What follows belongs to an exercise in optimizing a design on an open flow for small area and a short achievable clock period; a production flow would make more cautious choices. No run shown here included a check of the RTL's function; only the layout flow was run. Power and IR drop assume default switching activity. No driver is modelled on the clock port, so clocking that relies on it looks cheaper here than on a real chip.

==> flow/design.v <==
module PE
#(parameter DATA_WIDTH=8, parameter EARLY=0)
(
    input clk,
    input rst_n,
    input en0,                       
    input en1,                       
    input en2,                       
    input after_reset,               
    input [7:0] data_src,            
    input [7:0] weights_in,          
    output reg [15:0] S,
    output reg [15:0] C,
    output reg ready
);
reg [4:0] cnt;
wire c27 = (cnt == 5'd27);
always @(posedge clk)
begin
    if (en0 & ~c27)
        cnt <= cnt + 1'b1;
    else
        cnt <= 5'd0;
end
wire take_next;
generate
if (EARLY) begin : g_early
    assign take_next = en2 & ~(en1 & en0 & (cnt == 5'd25));
end else begin : g_lag
    assign take_next = en1 & ~(en0 & (cnt == 5'd26));
end
endgenerate
reg [7:0] ag;
always @(posedge clk)
    ag <= data_src & {8{take_next}};
always @(posedge clk or negedge rst_n)
begin
    if (!rst_n)
        ready <= 1'b0;
    else
        ready <= c27;
end
wire clr = ready | after_reset;
wire [63:0] pp;
genvar gi, gj;
generate
for (gi = 0; gi < 8; gi = gi + 1) begin : g_pp
    for (gj = 0; gj < 8; gj = gj + 1) begin : g_ppj
        assign pp[gi*8+gj] = ag[gi] & weights_in[gj];
    end
end
endgenerate
wire u1 = pp[6] ^ pp[13];
wire u2 = pp[6] & pp[13];
wire u3 = pp[7] ^ pp[14] ^ pp[21];
wire u4 = (pp[7] & pp[14]) | (pp[7] & pp[21]) | (pp[14] & pp[21]);
wire u5 = pp[28] ^ pp[35];
wire u6 = pp[28] & pp[35];
wire u7 = pp[15] ^ pp[22] ^ pp[29];
wire u8 = (pp[15] & pp[22]) | (pp[15] & pp[29]) | (pp[22] & pp[29]);
wire u9 = pp[36] ^ pp[43];
wire u10 = pp[36] & pp[43];
wire u11 = pp[23] ^ pp[30] ^ pp[37];
wire u12 = (pp[23] & pp[30]) | (pp[23] & pp[37]) | (pp[30] & pp[37]);
wire u13 = pp[4] ^ pp[11];
wire u14 = pp[4] & pp[11];
wire u15 = pp[5] ^ pp[12] ^ pp[19];
wire u16 = (pp[5] & pp[12]) | (pp[5] & pp[19]) | (pp[12] & pp[19]);
wire u17 = pp[26] ^ pp[33];
wire u18 = pp[26] & pp[33];
wire u19 = u1 ^ pp[20] ^ pp[27];
wire u20 = (u1 & pp[20]) | (u1 & pp[27]) | (pp[20] & pp[27]);
wire u21 = pp[34] ^ pp[41] ^ pp[48];
wire u22 = (pp[34] & pp[41]) | (pp[34] & pp[48]) | (pp[41] & pp[48]);
wire u23 = u3 ^ u5 ^ pp[42];
wire u24 = (u3 & u5) | (u3 & pp[42]) | (u5 & pp[42]);
wire u25 = pp[49] ^ pp[56] ^ u2;
wire u26 = (pp[49] & pp[56]) | (pp[49] & u2) | (pp[56] & u2);
wire u27 = u7 ^ u9 ^ pp[50];
wire u28 = (u7 & u9) | (u7 & pp[50]) | (u9 & pp[50]);
wire u29 = pp[57] ^ u4 ^ u6;
wire u30 = (pp[57] & u4) | (pp[57] & u6) | (u4 & u6);
wire u31 = u11 ^ pp[44] ^ pp[51];
wire u32 = (u11 & pp[44]) | (u11 & pp[51]) | (pp[44] & pp[51]);
wire u33 = pp[58] ^ u8 ^ u10;
wire u34 = (pp[58] & u8) | (pp[58] & u10) | (u8 & u10);
wire u35 = pp[31] ^ pp[38] ^ pp[45];
wire u36 = (pp[31] & pp[38]) | (pp[31] & pp[45]) | (pp[38] & pp[45]);
wire u37 = pp[52] ^ pp[59] ^ u12;
wire u38 = (pp[52] & pp[59]) | (pp[52] & u12) | (pp[59] & u12);
wire u39 = pp[39] ^ pp[46] ^ pp[53];
wire u40 = (pp[39] & pp[46]) | (pp[39] & pp[53]) | (pp[46] & pp[53]);
wire u41 = pp[3] ^ pp[10];
wire u42 = pp[3] & pp[10];
wire u43 = u13 ^ pp[18] ^ pp[25];
wire u44 = (u13 & pp[18]) | (u13 & pp[25]) | (pp[18] & pp[25]);
wire u45 = u15 ^ u17 ^ pp[40];
wire u46 = (u15 & u17) | (u15 & pp[40]) | (u17 & pp[40]);
wire u47 = u19 ^ u21 ^ u16;
wire u48 = (u19 & u21) | (u19 & u16) | (u21 & u16);
wire u49 = u23 ^ u25 ^ u20;
wire u50 = (u23 & u25) | (u23 & u20) | (u25 & u20);
wire u51 = u27 ^ u29 ^ u24;
wire u52 = (u27 & u29) | (u27 & u24) | (u29 & u24);
wire u53 = u31 ^ u33 ^ u28;
wire u54 = (u31 & u33) | (u31 & u28) | (u33 & u28);
wire u55 = u35 ^ u37 ^ u32;
wire u56 = (u35 & u37) | (u35 & u32) | (u37 & u32);
wire u57 = u39 ^ pp[60] ^ u36;
wire u58 = (u39 & pp[60]) | (u39 & u36) | (pp[60] & u36);
wire u59 = pp[47] ^ pp[54] ^ pp[61];
wire u60 = (pp[47] & pp[54]) | (pp[47] & pp[61]) | (pp[54] & pp[61]);
wire [39:0] m_n;
assign m_n[0] = pp[0];
assign m_n[1] = pp[1];
assign m_n[2] = pp[8];
assign m_n[3] = pp[2];
assign m_n[4] = pp[9];
assign m_n[5] = pp[16];
assign m_n[6] = u41;
assign m_n[7] = pp[17];
assign m_n[8] = pp[24];
assign m_n[9] = u43;
assign m_n[10] = pp[32];
assign m_n[11] = u42;
assign m_n[12] = u45;
assign m_n[13] = u14;
assign m_n[14] = u44;
assign m_n[15] = u47;
assign m_n[16] = u18;
assign m_n[17] = u46;
assign m_n[18] = u49;
assign m_n[19] = u22;
assign m_n[20] = u48;
assign m_n[21] = u51;
assign m_n[22] = u26;
assign m_n[23] = u50;
assign m_n[24] = u53;
assign m_n[25] = u30;
assign m_n[26] = u52;
assign m_n[27] = u55;
assign m_n[28] = u34;
assign m_n[29] = u54;
assign m_n[30] = u57;
assign m_n[31] = u38;
assign m_n[32] = u56;
assign m_n[33] = u59;
assign m_n[34] = u40;
assign m_n[35] = u58;
assign m_n[36] = pp[55];
assign m_n[37] = pp[62];
assign m_n[38] = u60;
assign m_n[39] = pp[63];
reg [39:0] M;
always @(posedge clk)
    M <= m_n;
wire [15:0] s0 = clr ? 16'd0 : S;
wire [15:0] c0 = clr ? 16'd0 : C;
wire t1 = M[3] ^ M[4];
wire t2 = M[3] & M[4];
wire t3 = M[6] ^ M[7] ^ M[8];
wire t4 = (M[6] & M[7]) | (M[6] & M[8]) | (M[7] & M[8]);
wire t5 = M[9] ^ M[10] ^ M[11];
wire t6 = (M[9] & M[10]) | (M[9] & M[11]) | (M[10] & M[11]);
wire t7 = M[12] ^ M[13] ^ M[14];
wire t8 = (M[12] & M[13]) | (M[12] & M[14]) | (M[13] & M[14]);
wire t9 = M[15] ^ M[16] ^ M[17];
wire t10 = (M[15] & M[16]) | (M[15] & M[17]) | (M[16] & M[17]);
wire t11 = M[18] ^ M[19] ^ M[20];
wire t12 = (M[18] & M[19]) | (M[18] & M[20]) | (M[19] & M[20]);
wire t13 = M[21] ^ M[22] ^ M[23];
wire t14 = (M[21] & M[22]) | (M[21] & M[23]) | (M[22] & M[23]);
wire t15 = M[24] ^ M[25] ^ M[26];
wire t16 = (M[24] & M[25]) | (M[24] & M[26]) | (M[25] & M[26]);
wire t17 = M[27] ^ M[28] ^ M[29];
wire t18 = (M[27] & M[28]) | (M[27] & M[29]) | (M[28] & M[29]);
wire t19 = M[30] ^ M[31] ^ M[32];
wire t20 = (M[30] & M[31]) | (M[30] & M[32]) | (M[31] & M[32]);
wire t21 = M[33] ^ M[34] ^ M[35];
wire t22 = (M[33] & M[34]) | (M[33] & M[35]) | (M[34] & M[35]);
wire t23 = M[36] ^ M[37] ^ M[38];
wire t24 = (M[36] & M[37]) | (M[36] & M[38]) | (M[37] & M[38]);
wire t25 = M[1] ^ M[2];
wire t26 = M[1] & M[2];
wire t27 = t1 ^ M[5] ^ s0[2];
wire t28 = (t1 & M[5]) | (t1 & s0[2]) | (M[5] & s0[2]);
wire t29 = t3 ^ s0[3] ^ c0[3];
wire t30 = (t3 & s0[3]) | (t3 & c0[3]) | (s0[3] & c0[3]);
wire t31 = t5 ^ s0[4] ^ c0[4];
wire t32 = (t5 & s0[4]) | (t5 & c0[4]) | (s0[4] & c0[4]);
wire t33 = t7 ^ s0[5] ^ c0[5];
wire t34 = (t7 & s0[5]) | (t7 & c0[5]) | (s0[5] & c0[5]);
wire t35 = t9 ^ s0[6] ^ c0[6];
wire t36 = (t9 & s0[6]) | (t9 & c0[6]) | (s0[6] & c0[6]);
wire t37 = t11 ^ s0[7] ^ c0[7];
wire t38 = (t11 & s0[7]) | (t11 & c0[7]) | (s0[7] & c0[7]);
wire t39 = t13 ^ s0[8] ^ c0[8];
wire t40 = (t13 & s0[8]) | (t13 & c0[8]) | (s0[8] & c0[8]);
wire t41 = t15 ^ s0[9] ^ c0[9];
wire t42 = (t15 & s0[9]) | (t15 & c0[9]) | (s0[9] & c0[9]);
wire t43 = t17 ^ s0[10] ^ c0[10];
wire t44 = (t17 & s0[10]) | (t17 & c0[10]) | (s0[10] & c0[10]);
wire t45 = t19 ^ s0[11] ^ c0[11];
wire t46 = (t19 & s0[11]) | (t19 & c0[11]) | (s0[11] & c0[11]);
wire t47 = t21 ^ s0[12] ^ c0[12];
wire t48 = (t21 & s0[12]) | (t21 & c0[12]) | (s0[12] & c0[12]);
wire t49 = t23 ^ s0[13] ^ c0[13];
wire t50 = (t23 & s0[13]) | (t23 & c0[13]) | (s0[13] & c0[13]);
wire t51 = M[39] ^ s0[14] ^ c0[14];
wire t52 = (M[39] & s0[14]) | (M[39] & c0[14]) | (s0[14] & c0[14]);
wire t53 = M[0] ^ s0[0];
wire t54 = M[0] & s0[0];
wire t55 = t25 ^ s0[1] ^ c0[1];
wire t56 = (t25 & s0[1]) | (t25 & c0[1]) | (s0[1] & c0[1]);
wire t57 = t27 ^ c0[2] ^ t26;
wire t58 = (t27 & c0[2]) | (t27 & t26) | (c0[2] & t26);
wire t59 = t29 ^ t2 ^ t28;
wire t60 = (t29 & t2) | (t29 & t28) | (t2 & t28);
wire t61 = t31 ^ t4 ^ t30;
wire t62 = (t31 & t4) | (t31 & t30) | (t4 & t30);
wire t63 = t33 ^ t6 ^ t32;
wire t64 = (t33 & t6) | (t33 & t32) | (t6 & t32);
wire t65 = t35 ^ t8 ^ t34;
wire t66 = (t35 & t8) | (t35 & t34) | (t8 & t34);
wire t67 = t37 ^ t10 ^ t36;
wire t68 = (t37 & t10) | (t37 & t36) | (t10 & t36);
wire t69 = t39 ^ t12 ^ t38;
wire t70 = (t39 & t12) | (t39 & t38) | (t12 & t38);
wire t71 = t41 ^ t14 ^ t40;
wire t72 = (t41 & t14) | (t41 & t40) | (t14 & t40);
wire t73 = t43 ^ t16 ^ t42;
wire t74 = (t43 & t16) | (t43 & t42) | (t16 & t42);
wire t75 = t45 ^ t18 ^ t44;
wire t76 = (t45 & t18) | (t45 & t44) | (t18 & t44);
wire t77 = t47 ^ t20 ^ t46;
wire t78 = (t47 & t20) | (t47 & t46) | (t20 & t46);
wire t79 = t49 ^ t22 ^ t48;
wire t80 = (t49 & t22) | (t49 & t48) | (t22 & t48);
wire t81 = t51 ^ t24 ^ t50;
wire t82 = (t51 & t24) | (t51 & t50) | (t24 & t50);
wire t83 = s0[15] ^ c0[15] ^ t52;
wire t84 = (s0[15] & c0[15]) | (s0[15] & t52) | (c0[15] & t52);
wire [15:0] s_n = {t83, t81, t79, t77, t75, t73, t71, t69, t67, t65, t63, t61, t59, t57, t55, t53};
wire [15:0] c_n = {t82, t80, t78, t76, t74, t72, t70, t68, t66, t64, t62, t60, t58, t56, t54, c0[0]};
always @(posedge clk)
begin
    S <= s_n;
    C <= c_n;
end
endmodule
module input_bus
#(parameter BUS_WIDTH=8, parameter DTAPS=3)
(
    input clk,
    input rst_n,
    input en,
    input [BUS_WIDTH-1:0] data,
    output reg [2:0] en_l,
    output [DTAPS*BUS_WIDTH-1:0] data_l
);
always @(posedge clk or negedge rst_n)
begin
    if (!rst_n)
        en_l <= 3'b000;
    else
        en_l <= {en_l[1:0], en};
end
reg [DTAPS*BUS_WIDTH-1:0] d;
generate
if (DTAPS > 1) begin : g_chain
    always @(posedge clk)
        d <= {d[(DTAPS-1)*BUS_WIDTH-1:0], data};
end else begin : g_one
    always @(posedge clk)
        d <= data;
end
endgenerate
assign data_l = d;
endmodule
module obuffer
#(parameter DATA_WIDTH=8)
(
    input clk,
    input rst_n,
    input p0_ready,
    input p1_ready,
    input p2_ready,
    input [2*DATA_WIDTH-1:0] p0_s,
    input [2*DATA_WIDTH-1:0] p0_c,
    input [2*DATA_WIDTH-1:0] p1_s,
    input [2*DATA_WIDTH-1:0] p1_c,
    input [2*DATA_WIDTH-1:0] p2_s,
    input [2*DATA_WIDTH-1:0] p2_c,
    output empty,
    output reg full,
    input rd_en,
    output reg [2*DATA_WIDTH-1:0] data_rdout,
    output reg errout
);
localparam DW2 = 2*DATA_WIDTH;
reg [DW2-1:0] mem [0:8];
reg [3:0] wr_addr, count;
reg ne;
assign empty = ~ne;
reg [8:0] rd_oh;                     
wire any = p0_ready | p1_ready | p2_ready;
wire two = (p0_ready & p1_ready) | (p0_ready & p2_ready) | (p1_ready & p2_ready);
wire wr = any & ~full;
wire rd = rd_en & ~empty;
wire [DW2-1:0] ss = ({DW2{p0_ready}} & p0_s) | ({DW2{p1_ready}} & p1_s) | ({DW2{p2_ready}} & p2_s);
wire [DW2-1:0] cc = ({DW2{p0_ready}} & p0_c) | ({DW2{p1_ready}} & p1_c) | ({DW2{p2_ready}} & p2_c);
localparam LO = 6;                   
reg [LO:0] plo;
reg [DW2-LO-1:0] phs, phc;
reg [3:0] pend_addr;
reg pend;
always @(posedge clk)
begin
    plo <= ss[LO-1:0] + cc[LO-1:0];
    phs <= ss[DW2-1:LO];
    phc <= cc[DW2-1:LO];
    pend_addr <= wr_addr;
end
wire [DW2-LO-1:0] phi = phs + phc + plo[LO];
wire [DW2-1:0] pdata = {phi, plo[LO-1:0]};
always @(posedge clk)
    if (pend)
        mem[pend_addr] <= pdata;
wire hit = pend & rd_oh[pend_addr];
reg [DW2-1:0] rmem;
integer k;
always @(*) begin
    rmem = {DW2{1'b0}};
    for (k = 0; k < 9; k = k + 1)
        rmem = rmem | ({DW2{rd_oh[k]}} & mem[k]);
end
wire [DW2-1:0] rdata = hit ? pdata : rmem;
wire [3:0] count_inc = count + 1'b1;
wire [3:0] count_dec = count - 1'b1;
wire [3:0] count_n = wr ? count_inc : count;
wire [3:0] count_r = empty ? count_n : (wr ? count : count_dec);
wire empty_n = wr ? 1'b0 : empty;
wire empty_r = empty ? empty_n : (wr ? 1'b0 : (count == 4'd1));
wire full_n = wr ? (count == 4'd8) : full;
wire full_r = empty ? full_n : 1'b0;
always @(posedge clk or negedge rst_n)
begin
    if (!rst_n) begin
        wr_addr <= 4'd0;
        rd_oh <= 9'd1;
        count <= 4'd0;
        ne <= 1'b0;
        full <= 1'b0;
        errout <= 1'b0;
        pend <= 1'b0;
        data_rdout <= 'd0;
    end else begin
        pend <= wr & ~two;
        if (wr)
            wr_addr <= (wr_addr == 4'd8) ? 4'd0 : wr_addr + 1'b1;
        if (rd) begin
            rd_oh <= {rd_oh[7:0], rd_oh[8]};
            data_rdout <= rdata;
        end
        if (wr & two)
            errout <= 1'b1;
        count <= rd_en ? count_r : count_n;
        ne <= ~(rd_en ? empty_r : empty_n);
        full <= rd_en ? full_r : full_n;
    end
end
endmodule
module top(
    clk,
    rst_n,
    ifm0,
    ifm1,
    ifm2,
    ifm0_en,
    ifm1_en,
    ifm2_en,
    w0,
    w1,
    w2,
    w0_en,
    w1_en,
    w2_en,
    obf0_rd_en,
    obf1_rd_en,
    obf2_rd_en,
    obf0_empty,
    obf1_empty,
    obf2_empty,
    obf0_full,
    obf1_full,
    obf2_full,
    obf0_err,
    obf1_err,
    obf2_err,
    obf0_out,
    obf1_out,
    obf2_out
);
parameter DATA_WIDTH=8;
input clk,rst_n;
input ifm0_en,ifm1_en,ifm2_en;
input w0_en,w1_en,w2_en;
input [DATA_WIDTH-1:0] ifm0,ifm1,ifm2;
input [DATA_WIDTH-1:0] w0,w1,w2;
input obf0_rd_en,obf1_rd_en,obf2_rd_en;
output obf0_empty,obf1_empty,obf2_empty;
output obf0_full,obf1_full,obf2_full;
output obf0_err,obf1_err,obf2_err;
output [2*DATA_WIDTH-1:0] obf0_out,obf1_out,obf2_out;
localparam DW = DATA_WIDTH;
wire [2:0] fen [0:2];
wire [2:0] wen [0:2];
wire [DW-1:0] ifm_in [0:2];
wire [DW-1:0] w_in [0:2];
wire ifm_en_in [0:2];
wire w_en_in [0:2];
assign ifm_in[0] = ifm0; assign ifm_in[1] = ifm1; assign ifm_in[2] = ifm2;
assign w_in[0] = w0; assign w_in[1] = w1; assign w_in[2] = w2;
assign ifm_en_in[0] = ifm0_en; assign ifm_en_in[1] = ifm1_en; assign ifm_en_in[2] = ifm2_en;
assign w_en_in[0] = w0_en; assign w_en_in[1] = w1_en; assign w_en_in[2] = w2_en;
wire [3:0] fe [0:2];
wire [3:0] we [0:2];
wire [3*DW-1:0] fdx [0:2];
wire [4*DW-1:0] wd [0:2];
genvar i, j;
generate
for (i = 0; i < 3; i = i + 1) begin : g_bus
    wire [(i == 0 ? 2 : 1)*DW-1:0] fd;
    wire [3*DW-1:0] wdt;
    input_bus #(.BUS_WIDTH(DW), .DTAPS(i == 0 ? 2 : 1)) ifm_bus (
        .clk(clk), .rst_n(rst_n), .en(ifm_en_in[i]), .data(ifm_in[i]),
        .en_l(fen[i]), .data_l(fd));
    input_bus #(.BUS_WIDTH(DW), .DTAPS(i == 0 ? 3 : 2)) w_bus (
        .clk(clk), .rst_n(rst_n), .en(w_en_in[i]), .data(w_in[i]),
        .en_l(wen[i]), .data_l(wdt[(i == 0 ? 3 : 2)*DW-1:0]));
    if (i != 0) begin : g_pad
        assign wdt[3*DW-1:2*DW] = {DW{1'b0}};
        assign fdx[i] = {{DW{1'b0}}, fd, ifm_in[i]};
    end else begin : g_nopad
        assign fdx[i] = {fd, ifm_in[i]};
    end
    assign fe[i] = {fen[i], ifm_en_in[i]};
    assign we[i] = {wen[i], w_en_in[i]};
    assign wd[i] = {wdt, w_in[i]};
end
endgenerate
reg [2:0] rst_hold;
always @(posedge clk or negedge rst_n)
begin
    if (!rst_n)
        rst_hold <= 3'b111;
    else
        rst_hold <= {rst_hold[1:0], 1'b0};
end
wire [2*DW-1:0] pe_s [0:8];
wire [2*DW-1:0] pe_c [0:8];
wire [8:0] pe_rdy;
generate
for (i = 0; i < 3; i = i + 1) begin : g_row
    for (j = 0; j < 3; j = j + 1) begin : g_col
        localparam E = (i > 0) && (j > 0);
        wire e0 = fe[i][j+1] & we[j][i+1];
        wire e1 = fe[i][j] & we[j][i];
        wire e2 = fe[i][E ? j-1 : 0] & we[j][E ? i-1 : 0];
        PE #(.DATA_WIDTH(DW), .EARLY(E)) pe (
            .clk(clk),
            .rst_n(rst_n),
            .en0(e0),
            .en1(e1),
            .en2(e2),
            .after_reset(rst_hold[2]),
            .data_src(fdx[i][(E ? j-1 : j)*DW +: DW]),
            .weights_in(wd[j][(E ? i : i+1)*DW +: DW]),
            .S(pe_s[3*i+j]),
            .C(pe_c[3*i+j]),
            .ready(pe_rdy[3*i+j])
        );
    end
end
endgenerate
obuffer #(.DATA_WIDTH(DW)) obf0(
    .clk(clk), .rst_n(rst_n),
    .p0_ready(pe_rdy[0]), .p1_ready(pe_rdy[3]), .p2_ready(pe_rdy[6]),
    .p0_s(pe_s[0]), .p0_c(pe_c[0]), .p1_s(pe_s[3]), .p1_c(pe_c[3]),
    .p2_s(pe_s[6]), .p2_c(pe_c[6]),
    .empty(obf0_empty), .full(obf0_full), .rd_en(obf0_rd_en),
    .data_rdout(obf0_out), .errout(obf0_err)
);
obuffer #(.DATA_WIDTH(DW)) obf1(
    .clk(clk), .rst_n(rst_n),
    .p0_ready(pe_rdy[1]), .p1_ready(pe_rdy[4]), .p2_ready(pe_rdy[7]),
    .p0_s(pe_s[1]), .p0_c(pe_c[1]), .p1_s(pe_s[4]), .p1_c(pe_c[4]),
    .p2_s(pe_s[7]), .p2_c(pe_c[7]),
    .empty(obf1_empty), .full(obf1_full), .rd_en(obf1_rd_en),
    .data_rdout(obf1_out), .errout(obf1_err)
);
obuffer #(.DATA_WIDTH(DW)) obf2(
    .clk(clk), .rst_n(rst_n),
    .p0_ready(pe_rdy[2]), .p1_ready(pe_rdy[5]), .p2_ready(pe_rdy[8]),
    .p0_s(pe_s[2]), .p0_c(pe_c[2]), .p1_s(pe_s[5]), .p1_c(pe_c[5]),
    .p2_s(pe_s[8]), .p2_c(pe_c[8]),
    .empty(obf2_empty), .full(obf2_full), .rd_en(obf2_rd_en),
    .data_rdout(obf2_out), .errout(obf2_err)
);
endmodule
==> flow/flow/run.sh <==
#!/bin/bash
# Layout flow: the standard flow (standard.sh), with two changes:
#  - the port buffers start as buf_2 (repair may still resize them),
#  - clock tree synthesis inserts no dummy loads.
# standard.sh's output goes to standard.log in the work folder; ORFS keeps
# each step's full log under orfs/logs/.
cp standard.sh standard_sh.txt
export BUFFER_PORTS_ARGS="-buffer_cell sky130_fd_sc_hd__buf_2"
export CTS_ARGS="-sink_clustering_enable -repair_clock_nets -sink_clustering_size 30 -sink_clustering_max_diameter 100 -dont_use_dummy_load"
bash standard.sh > standard.log 2>&1
==> flow/standard.sh <==
#!/bin/bash
# synth_recipe.tcl (not shown) runs the flow's synth.tcl, then flattens the netlist and writes it again
# the make line also repeats each setting of config.mk as NAME=value (left out here)
make -C /OpenROAD-flow-scripts/flow DESIGN_CONFIG=/design/flow/config.mk WORK_HOME=/design/flow/orfs CLKGATE_MAP_FILE= SYNTH_SCRIPT=/design/flow/synth_recipe.tcl "${@:-finish}"
==> flow/config.mk <==
export PLATFORM = sky130hd
export DESIGN_NAME = top
export DESIGN_NICKNAME = top
export VERILOG_FILES = /design/flow/design.v
export SDC_FILE = /design/flow/constraint.sdc
export NUM_CORES = 4
export LEC_CHECK = 0
export CAP_MARGIN = 20
export CORE_MARGIN = 2
export CORE_UTILIZATION = 40
export CTS_CLUSTER_DIAMETER = 100
export CTS_CLUSTER_SIZE = 30
export PLACE_DENSITY = 0.6
export SETUP_SLACK_MARGIN = 2.7
export SLEW_MARGIN = 20
==> flow/constraint.sdc <==
create_clock -name core_clock -period 5.0 [get_ports {clk}]
set_input_delay 1.0000 -clock core_clock [delete_from_list [all_inputs] [get_ports {clk}]]
set_output_delay 1.0000 -clock core_clock [all_outputs]
set_load 0.01 [all_outputs]
==> out/results.tsv, run 1 <==
metric	value	unit
Post-layout nets	6042	
Area Growth Syn to Fin	12.3	%
I/O Buffers	115	
Core Area	158000	um2
wire per inst	19.8	um
final core occ	45.2	%
P per Cell Area	310	nW/um2
reg-to-reg critical path startpoint	rst_hold[2]$_DFF_PN1_	
Hold Buf Count CTS	0	
Setup TNS	0	ns
Setup Viol. Count Final	0	
CP Launch Point	rst_hold[2]$_DFF_PN1_	
R2R depth	8	
worst-path cell chain	buf_12, buf_4, nor2_4, and2_4, fa_1, inv_1, fa_2, inv_1	
Post-synth top flop	dfxtp_1	
vias in the first global route	38300	
max-cap check violation count	0	
Initial Utilization	40.3	%
top-area cell type share of the netlist area	29.4	%
die width	403	um
CP bufs+invs	4	
Post-synth top cells	dfxtp_1 (937), inv_1 (684), fa_1 (567), and2_1 (516), nand2_1 (498)	
slew at the pin closest to its max-slew limit	1.12	ns
Worst setup endpoint	g_row[0].g_col[1].pe.S[3]$_DFF_P_	
worst r2r dst	g_row[0].g_col[1].pe.S[3]$_DFF_P_	
largest net degree at the start of global routing	77	
Synth Net Count	5785	
most frequent cell after synthesis	dfxtp_1	
Via Count	36900	
root buffer cell	clkbuf_16	
initial antenna violation count	12	
library cells used by synthesis	70	
ys async rst share	9.34	%
clock buffer depth	3	
worst path required time	5.64	ns
Worst-path clk slew	0.11	ns
first-pass GRT wire length	226	mm
Levels on crit path	8	
Pleak	31.2	nW
Min-Delay Path Class	input port to asynchronous set/reset pin	
Seq/Total Area, Yosys	55.3	%
area leader, netlist	dfxtp_1	
slack of the critical path	2.52	ns
ANT nets after route	0	
Yosys reg bits	1510	
worst setup path category	flip-flop to flip-flop	
CP peak stage delay	0.75	ns
clock latency on the worst-skew pair	0.73	ns
Post-synth EDFFs	432	
Die ar.	163000	um2
r2r setup slk	2.52	ns
Die H	403	um
hpwl dp	101	mm
max-slew violations	0	
Worst Setup Start Kind	flip-flop	
DRC viols	0	
drt first-iter violations	3164	
CTS H-Tree Depth	2	
worst slack at placement	1.97	ns
CTS sink cnt	1510	
Routability Congestion	0.832	
setup skew after layout	0.0921	ns
fin crit share	49.5	%
Crit path top cell by count	inv_1	
layout cells sized above 1	15.3	%
total grt overflow	0	
row count	146	
vias per cell	5.03	
Mapped Area	63800	um2
Filler cells	14100	
unrepaired setup endpoints after global routing	true	
top cells by area, synth	dfxtp_1 (29%), edfxtp_1 (20%), fa_1 (18%), dfrtp_1 (5.3%), and2_1 (5.1%)	
Post-Syn Instances	5006	
Tot GR Track Use	17.8	%
total CTS buffers	60	
Crit. End Element	flip-flop	
CP Max Fanout	8	
min Tclk post-route	2.48	ns
CP delay by family, top	adder cells	
CTS tree	yes	
status	complete, no violations	
Mapped Avg Cell Area	12.7	um2
first drt pass iteration count	11	
peak supply drop	0.251	mV
Max Fclk	404	MHz
Synth Warn #	7	
Slowest-stage cell, CP	dfstp_4	
io pins	116	
worst rel slew slack	25.2	%
Fin. Hold Viols	0	
final WL	145	mm
crit path DAT	3.11	ns
[flip-flops by register name, summed over array words and instances, names as in the netlist, 10 cells and up]
signal / cells
g_bus.ifm_bus.d: 32
g_bus.w_bus.d: 56
g_row.g_col.pe.C: 135
g_row.g_col.pe.M: 360
g_row.g_col.pe.S: 144
g_row.g_col.pe.ag: 72
g_row.g_col.pe.cnt: 45
obf0.data_rdout: 16
obf0.mem: 144
obf0.phc: 10
obf0.phs: 10
obf1.data_rdout: 16
obf1.mem: 144
obf1.phc: 10
obf1.phs: 10
obf2.data_rdout: 16
obf2.mem: 144
obf2.phc: 10
obf2.phs: 10
[metal layers]
| layer | track usage [%] | vias to the layer above | part of all wire [%] |
|---|---|---|---|
| met5 | 0 | - | 0.0090 |
| met4 | 3.75 | 2 | 2.0 |
| met3 | 2.16 | 171 | 5.3 |
| met2 | 29.9 | 927 | 48 |
| met1 | 25.0 | 19000 | 45 |
| li1 | - | 16900 | - |
[worst min-delay path by stage]
stage | endpoint
global placement | g_bus[0].ifm_bus.d[10]$_DFF_P_
global route | g_bus[1].w_bus.d[7]$_DFF_P_
floorplan | g_bus[0].ifm_bus.d[10]$_DFF_P_
CTS | g_bus[1].w_bus.d[7]$_DFF_P_
finish | obf1.rd_oh[6]$_DFFE_PN0P_
detailed placement | rst_hold[1]$_DFF_PN1_
[kinds of logic after synthesis]
| group | after synthesis | share of synthesized area, % |
|---|---|---|
| AO/OA/AOI/OAI | 494 | 6.34 |
| XOR/XNOR | 89 | 1.22 |
| adder cells (fa/ha/maj) | 720 | 20.8 |
| buffers and inverters | 851 | 5.10 |
| flip-flops | 1510 | 55.3 |
| multiplexers | 44 | 0.883 |
| other | 1 | 0.00588 |
| AND/OR/NAND/NOR | 1297 | 10.3 |
[metrics by stage]
step                      instance area, um2  instances  power (mW)  hold WS (ns)
after floorplan                        63900       5006        15.6         0.323
after global placement                 66800       7078        16.3         0.344
after detailed placement               66800       7078        16.5         0.347
after CTS                              70000       7245        22.3         0.308
after global routing                   71600       7335        23.3         0.322
final                                  71600       7339        22.2         0.320
[cells in the final DEF, fill, tap and decap left out, types with 16 or more instances in the layout]
cell,synthesis,final
a21oi_1,46,34
a221oi_1,49,49
a222oi_1,141,141
a22o_1,22,21
a22oi_1,81,81
and2_1,516,502
buf_12,1,28
buf_2,18,97
buf_4,1,167
buf_6,2,53
clkbuf_16,0,64
dfrtp_1,135,115
dfxtp_1,937,864
dfxtp_2,0,57
dfxtp_4,0,16
edfxtp_1,432,432
fa_1,567,528
fa_2,0,39
ha_1,153,151
inv_1,684,655
inv_2,0,29
mux2_2,32,32
nand2_1,498,435
nand2_2,0,34
nand2_4,0,29
nand3_1,61,61
nand4_1,28,28
nor2_1,97,81
nor2_4,0,18
nor3_1,28,17
o21ai_0,41,35
xnor2_1,44,31
xor2_1,45,41
[cell type report]
class	instances	area, um2	area share, %
inverters	684	2570	3.59
diodes	6	15.0	0.0210
multi-input cells	2654	26400	36.9
well taps	2072	2590	3.62
flip-flops and latches	1510	35500	49.5
clock buffers	60	1500	2.10
repair buffers	353	3070	4.28
[repair_timing]
| item | 4_1_cts | 5_1_grt |
|---|---|---|
| setup buffers | 97 | 81 |
| pin swaps | 53 | 100 |
| gates resized for setup | 230 | 245 |
| gates cloned | 10 | 7 |
| setup endpoints to repair | 608 | 427 |
[power by group]
| part | switching [mW] | internal, mW |
|---|---|---|
| registers | 0.780 | 13.3 |
| logic | 1.34 | 0.970 |
| clock network | 3.63 | 2.15 |
==> run 2, diff against run 1 <==
--- a/flow/config.mk
+++ b/flow/config.mk
@@ -11,5 +11,5 @@
 export CTS_CLUSTER_DIAMETER = 100
 export CTS_CLUSTER_SIZE = 30
 export PLACE_DENSITY = 0.6
-export SETUP_SLACK_MARGIN = 2.7
+export SETUP_SLACK_MARGIN = 2.6
 export SLEW_MARGIN = 20
==> run 2 against run 1 <==
Still clean on timing, DRC and antenna. Synthesized area unchanged. Worst setup slack gained 0.0092 ns. Routed wire length rose by 2.2%. First-iteration DRC count decreased by 8.8%. Sequential cell count did not move. Sequential power hardly changed. Combinational power fell by 4%. Largest cell class unchanged. Clock skew is 0.0092 ns lower. Design area decreased by 1.6%. Global-route usage is 0.50 points higher. Maximum frequency is 0.37% higher. Register-to-register slack about the same.
==> out/results.tsv, run 2 <==
metric	value	unit	change
Hold Buf Count CTS	0		unchanged
vias per cell	5.05		+0.24%
DRC viols	0		unchanged
Cells after DPL	7090		+0.17%
largest net degree at the start of global routing	92		+19%
top-area cell type share of the netlist area	29.4	%	unchanged
worst path required time	5.60	ns	-0.04 ns
most frequent cell after synthesis	dfxtp_1		
Post-Layout Cell Count	7266		-0.99%
Die ar.	163000	um2	unchanged
Core Area	158000	um2	unchanged
Synth Net Count	5785		unchanged
part of the power in registers	64.0	%	+0.5 points
vias in the first global route	38900		+1.5%
worst setup path category	flip-flop to flip-flop		
max-cap check violation count	0		unchanged
fin crit share	49.4	%	-0.18 points
first-pass GRT wire length	231	mm	+2.0%
clock buffer depth	3		unchanged
drt first-iter violations	2887		-8.8%
CP peak stage delay	0.73	ns	-0.02 ns
CTS sink cnt	1510		unchanged
Crit. End Element	flip-flop		
Synth Warn #	7		unchanged
I/O Buffers	115		unchanged
Fin. Hold Viols	0		unchanged
slew at the pin closest to its max-slew limit	1.12	ns	-0.00175 ns
Worst-path clk slew	0.11	ns	about the same
final WL	148	mm	+2.2%
Largest Register	g_row.g_col.pe.M		
min Tclk post-route	2.47	ns	-0.00919 ns
Post-synth top flop	dfxtp_1		
wire per inst	20.4	um	+3.2%
Tot GR Track Use	18.3	%	+0.50 points
setup skew after layout	0.0829	ns	-0.00921 ns
final core occ	44.5	%	-0.74 points
Pleak	30.7	nW	-1.6%
status	complete, no violations		
worst-path cell chain	buf_12, buf_12, buf_6, nor2_4, buf_6, and2_4, fa_1, fa_2		
Min-Delay Path Class	flip-flop to flip-flop		
Mapped Avg Cell Area	12.7	um2	unchanged
area leader, netlist	dfxtp_1		
ANT nets after route	0		unchanged
peak supply drop	0.284	mV	+13%
Post-layout nets	5973		-1.1%
Via Count	36700		-0.75%
top cells by area, synth	dfxtp_1 (29%), edfxtp_1 (20%), fa_1 (18%), dfrtp_1 (5.3%), and2_1 (5.1%)		
Worst Setup Start Kind	flip-flop		
first drt pass iteration count	9		-2
io pins	116		unchanged
layout cells sized above 1	11.9	%	-3.3 points
CTS tree	yes		
Seq/Total Area, Yosys	55.3	%	unchanged
worst slack at placement	1.82	ns	-0.150 ns
Slowest-stage cell, CP	dfstp_4		
Max Fclk	405	MHz	+0.37%
Post-synth top cells	dfxtp_1 (937), inv_1 (684), fa_1 (567), and2_1 (516), nand2_1 (498)		
max reg flops	360		unchanged
Yosys reg bits	1510		unchanged
most common cell after layout, fill and taps aside	dfxtp_1		
max-slew violations	0		unchanged
CTS H-Tree Depth	2		unchanged
P per Cell Area	312	nW/um2	+0.69%
Comb pwr share	10.1	%	-0.3 points
unrepaired setup endpoints after global routing	true		
highest-count cells in the layout ignoring fill and taps	dfxtp_1 (891), inv_1 (669), fa_1 (558)		
crit path DAT	3.07	ns	-0.04 ns
switching share of power	25.7	%	-0.20 points
Mapped Area	63800	um2	unchanged
clock power share	25.9	%	-0.2 points
initial antenna violation count	5		-7
CP Max Fanout	6		-2
Post-synth EDFFs	432		unchanged
total grt overflow	0		unchanged
row count	146		unchanged
Layout Cell Area excl Fill	70400	um2	-1.6%
clock latency on the worst-skew pair	0.70	ns	-0.03 ns
Die H	403	um	unchanged
Initial Utilization	40.3	%	unchanged
Setup TNS	0	ns	unchanged
Routability Congestion	0.815		-2.0%
Setup Viol. Count Final	0		unchanged
worst rel slew slack	25.3	%	+0.12 points
total CTS buffers	58		-3.3%
total net switching power	5.65	mW	-1.7%
Internal Power	16.3	mW	-0.69%
Area Growth Syn to Fin	10.5	%	
ys async rst share	9.34	%	unchanged
root buffer cell	clkbuf_16		
Post-Syn Instances	5006		unchanged
slack of the critical path	2.53	ns	+0.00919 ns
hpwl dp	102	mm	+1.2%
Area after DPL	66900	um2	+0.10%
die width	403	um	unchanged
library cells used by synthesis	70		unchanged
==> run 2: worst paths after layout <==
check	slack, ns	from	to	cells past startpoint
max	2.53	rst_hold[2]$_DFF_PN1_	g_row[2].g_col[0].pe.S[2]$_DFF_P_	8
min in group asynchronous	0.36	rst_n	obf1.full$_DFF_PN0_	1
max reg2reg	2.53	rst_hold[2]$_DFF_PN1_	g_row[2].g_col[0].pe.S[2]$_DFF_P_	8
max in group asynchronous	3.61	rst_n	obf0.ne$_DFF_PN0_	2
min	0.35	g_bus[0].ifm_bus.d[4]$_DFF_P_	g_bus[0].ifm_bus.d[12]$_DFF_P_	0
min reg2reg	0.35	g_bus[0].ifm_bus.d[4]$_DFF_P_	g_bus[0].ifm_bus.d[12]$_DFF_P_	0
==> run 2: routing by layer <==
layer	up-vias	track usage [%]	share of wire, %
met5	-	0	0
met4	0	4.92	2.7
met3	167	1.80	4.3
met2	857	32.4	50
met1	18900	24.1	43
li1	16700	-	-
==> run 2: repair_timing <==
item,CTS,global route
pin swaps,35,84
hold endpoints to repair,0,0
setup endpoints to repair,425,194
resized for setup,125,171
cloned,10,6
setup buffers,53,47
==> run 2: cell type report <==
cell class / instances / area, um2
timing repair buffer: 287 / 2410
fill: 14300 / 87900
tap: 2072 / 2590
inverter: 684 / 2570
sequential: 1510 / 35400
clock buffer: 58 / 1450
multi-input combinational: 2653 / 26000
antenna: 2 / 5.00
==> run 2: worst max-delay path: cells and delay by family (launching register included) <==
kind	cells	cell delay, ns
adders and majority gates	2	0.92
DFF	1	0.73
buffers and inverters	4	0.53
and+or+nand+nor	2	0.17
==> run 2: cell families (layout without fill, tap and decap cells) <==
logic type / count (synthesis) / in the layout / share of synthesized area, %
AO/OA/AOI/OAI: 494 / 494 / 6.34
XOR/XNOR: 89 / 89 / 1.22
adder cells (fa/ha/maj): 720 / 720 / 20.8
buffers and inverters: 851 / 1029 / 5.10
flip-flops: 1510 / 1510 / 55.3
multiplexers: 44 / 44 / 0.883
other: 1 / 3 / 0.00588
AND/OR/NAND/NOR: 1297 / 1305 / 10.3
==> run 2: through the flow <==
step,hold WS (ns),total power [mW]
after floorplan,0.323,15.5
after global placement,0.334,16.3
after detailed placement,0.332,16.5
after CTS,0.306,22.2
after global routing,0.327,23.1
final,0.353,22.0
==> run 2: power groups by stage <==
stage,combinational (mW),sequential (mW),clock (mW)
after floorplan,1.59,14.0,0
after global placement,1.97,14.3,0
after detailed placement,2.12,14.3,0
after CTS,2.22,14.1,5.89
after global routing,2.66,14.2,6.30
final,2.22,14.1,5.70

[separate check: timing with driven ports]
In the flow no input, the clock included, has a driving cell. The finished layouts below were timed again as built, in two steps. Step 1: set_driving_cell puts a clkbuf_16 on clk and a buf_2 on each other input, an assumption about the parent block. Step 2 times the ports against the registers' clock, not the clock port: input delays grow and output delays shrink by t, the midpoint of the rising clock arrivals with the driver on. Three values: ideal, step 1, step 2; two values: the first two.
run | t, ns | setup slack, ns | worst setup path at the end
run 1 | 0.760 | 2.523 / 2.523 / 2.314 | input to register
run 2 | 0.763 | 2.532 / 2.514 / 2.311 | input to register
After both steps every run listed still meets setup and hold. For run 2, which loses most, drivers alone change the setup slack by -0.018 ns; drivers and shift together by -0.221 ns.
